This is an optimization exercise on Yosys and OpenROAD, whose aim is small area, a short achievable clock period and few clock cycles, not a production implementation.
Only simulation tests tie the RTL to the original design; equivalence was not proved.
No driver is modelled on the clock port, so clock power and skew are understated where the tree is cut down; a real chip needs a root buffer or a tree.
Power and IR drop assume default switching activity.

Setup of PW:
// qr_decode
module qr_decode(
    input clk,
    input srstn,
    input qr_decode_start,
    input sram_rdata,
    output [11:0] sram_raddr,
    output reg decode_valid,
    output reg [7:0] decode_jis8_code,
    output reg qr_decode_finish
  );
Size in the first run: roughly 34 flip-flops, roughly 26 I/O pins.
==> flow/config.mk <==
export PLATFORM = sky130hd
export DESIGN_NAME = qr_decode
export DESIGN_NICKNAME = qr_decode
export VERILOG_FILES = /design/flow/design.v
export SDC_FILE = /design/flow/constraint.sdc
export NUM_CORES = 4
export LEC_CHECK = 0
export CAP_MARGIN = 20
export CORE_MARGIN = 2
export CORE_UTILIZATION = 45
export SLEW_MARGIN = 20
==> flow/constraint.sdc <==
create_clock -name core_clock -period 9.0 [get_ports {clk}]
set_input_delay 1.8000 -clock core_clock [delete_from_list [all_inputs] [get_ports {clk}]]
set_output_delay 1.8000 -clock core_clock [all_outputs]
set_load 0.01 [all_outputs]
standard.sh (not shown) runs the stock make flow with config.mk's settings and CLKGATE_MAP_FILE= SYNTH_SCRIPT=/design/flow/synth_recipe.tcl, a recipe that flattens the netlist after the stock synthesis.
==> flow/flow/run.sh <==
#!/bin/bash
# ORFS layout of the design with these changes to how it is made (the
# constraints are unchanged):
#  - synthesis maps the logic with an area-oriented ABC script (deepsyn,
#    then amap) and without half/full-adder extraction; the registers are
#    mapped exactly as in the standard synthesis;
#  - ports are buffered with buf_2 instead of the slow delay buffer;
#  - the clock tree is two clkbuf_8 in parallel, one per half of the registers
#    (flow/two_buf_cts.tcl) in place of the two-level tree;
#  - timing repair aims for more setup slack than the clock period needs.
set -euo pipefail
rm -rf myscripts
cp -r "$FLOW_HOME/scripts" myscripts
printf 'strash\n&get -n\n&deepsyn -T 30\n&put\ndch -f\namap\ntopo\n' > myscripts/abc_speed.script
python3 - "$PWD/flow/two_buf_cts.tcl" <<'PY'
import sys
p = 'myscripts/cts.tcl'
s = open(p).read()
old = 'log_cmd clock_tree_synthesis {*}$cts_args'
assert old in s
s = s.replace(old, 'source ' + sys.argv[1])
open(p, 'w').write(s)
PY
export SCRIPTS_DIR="$PWD/myscripts"
export ADDER_MAP_FILE=
export BUFFER_PORTS_ARGS="-buffer_cell sky130_fd_sc_hd__buf_2"
export SETUP_SLACK_MARGIN=6.4
export SETUP_SLACK_MARGIN=6.4
bash standard.sh > standard.log 2>&1
==> flow/flow/two_buf_cts.tcl <==
# Clock tree of two buffers in parallel: the registers are split into a left
# and a right half, and a clkbuf_8 at each half's centroid drives its clock pins.
set block [ord::get_db_block]
set dbu [$block getDbUnitsPerMicron]
set pins {}
foreach pin [get_pins -of_objects [get_nets clk]] {
  if {[get_property $pin direction] ne "input"} { continue }
  set it [sta::sta_to_db_pin $pin]
  set bb [[$it getInst] getBBox]
  lappend pins [list [expr {([$bb xMin] + [$bb xMax]) / 2.0 / $dbu}] [expr {([$bb yMin] + [$bb yMax]) / 2.0 / $dbu}] $pin]
}
set pins [lsort -real -index 0 $pins]
set half [expr {[llength $pins] / 2}]
foreach {name group} [list left [lrange $pins 0 [expr {$half - 1}]] right [lrange $pins $half end]] {
  set sx 0.0; set sy 0.0; set loads {}
  foreach p $group { set sx [expr {$sx + [lindex $p 0]}]; set sy [expr {$sy + [lindex $p 1]}]; lappend loads [lindex $p 2] }
  set n [llength $group]
  puts "two_buf_cts: $name $n clock pins, buffer at [expr {$sx / $n}] [expr {$sy / $n}]"
  log_cmd insert_buffer -buffer_cell sky130_fd_sc_hd__clkbuf_8 -net clk -load_pins $loads \
    -location [list [expr {$sx / $n}] [expr {$sy / $n}]] -buffer_name clkbuf_$name -net_name clknet_$name
}
PW went all the way through synthesis, placement and routing and the layout is clean on timing, DRC and antenna.
Testbench counts of PW, summed over its fixed seeds: cycles 15,800.
## Diff of input files: TR against PW
- a change of CORE_UTILIZATION from 45 to 40
-- flow/flow/run.sh --
<<< PW, line 26
export BUFFER_PORTS_ARGS="-buffer_cell sky130_fd_sc_hd__buf_2"
export SETUP_SLACK_MARGIN=6.4
export SETUP_SLACK_MARGIN=6.4
bash standard.sh > standard.log 2>&1
>>> TR, line 26
export BUFFER_PORTS_ARGS="-buffer_cell sky130_fd_sc_hd__buf_2"
export SETUP_SLACK_MARGIN=6.35

bash standard.sh > standard.log 2>&1
Notes after the runs:
- Higher routed length on met3 was reported by TR, not PW.
- TR: done, clean on timing, DRC and antenna
- The hold slack of PW and that of TR are within noise of each other.
- The run showing the greater worst setup slack is PW.
- [TR vs PW] first-iteration DRC count: higher in TR
In every run of this note, the design's own scripts or RTL, not TritonCTS, make the clock network.

========
== main ==
qr_decode, a different RTL version from the one above (not shown whole).
Size in the first run: about 210 cells after synthesis, roughly 26 I/O pins, about 0.0017 sq mm of cells after synthesis.
clock: 9.0 ns
lec_check: 0
cap_margin: 20
core_margin: 2
core_utilization: 40
gpl_timing_driven: 1
slew_margin: 20
==> flow/flow/run.sh <==
#!/bin/bash
# ORFS layout of the design with three changes to how it is made (the
# constraints are unchanged):
#  - synthesis maps the logic with an area-oriented ABC script and without
#    half/full-adder extraction (registers are mapped exactly as before);
#  - ports are buffered with buf_2 instead of the slow delay buffer;
#  - timing repair aims for more setup slack than the clock period needs.
set -euo pipefail
rm -rf myscripts
cp -r "$FLOW_HOME/scripts" myscripts
printf 'strash\ndch -f\namap\ntopo\n' > myscripts/abc_speed.script
export SCRIPTS_DIR="$PWD/myscripts"
export ADDER_MAP_FILE=
export BUFFER_PORTS_ARGS="-buffer_cell sky130_fd_sc_hd__buf_2"
export SETUP_SLACK_MARGIN=6.3
bash standard.sh > standard.log 2>&1
Testbench counts of main, summed over its fixed seeds: cycles 15,800.
The inputs of the feature branch differ from those of main as listed below.
Settings: clearing GPL_TIMING_DRIVEN, which used to be 1; swapping 40 for 45 in CORE_UTILIZATION.
- The feature branch against main: upper clock frequency limit decreased about 0.5%, utilization increased 3.6 points, sequential share of layout area increased 1.2 points, via count increased 50, clock power share decreased 4.6 points.
- The non-clock buffer instance count of the final layout number comes out higher for main vs the feature branch.
- Going from main to the feature branch, clock power shrank by more than a quarter.

==> afterwards: timing with drivers on the ports <==
Ports are ideal in the flow. The routed layouts listed here were re-timed in OpenROAD. Step 1 (the two cells are an assumption about what drives the block):
set clk [get_ports {clk}]
set_driving_cell -lib_cell sky130_fd_sc_hd__clkbuf_16 $clk
set_driving_cell -lib_cell sky130_fd_sc_hd__buf_2 [delete_from_list [all_inputs] $clk]
Step 2 moves the port delays by t, midway between the first and last clock arrival at a register: inputs arrive t later, outputs are due t later. That takes back most of the time a late clock gives input paths. Slacks: no drivers / after step 1 / after step 2; pairs: no drivers / after step 1.
| run | t (ns) | setup WS [ns] | slew at the worst register clock pin (ns) | worst data-port slew with drivers (ns) | cell pins on the clock port's net |
|---|---|---|---|---|---|
| PW | 0.188 | 6.422 / 6.389 / 6.427 | 0.10 / 0.10 | 0.03 | 2 |
| TR | 0.196 | 6.369 / 6.332 / 6.366 | 0.11 / 0.11 | 0.03 | 2 |
| main | 0.306 | 6.339 / 6.313 / 6.125 | 0.07 / 0.07 | 0.03 | 1 |
| the feature branch | 0.308 | 6.326 / 6.299 / 6.107 | 0.07 / 0.07 | 0.03 | 1 |
After both steps every run listed still meets setup and hold. For the feature branch, which loses most, drivers alone change the setup slack by -0.027 ns; drivers and shift together by -0.219 ns.
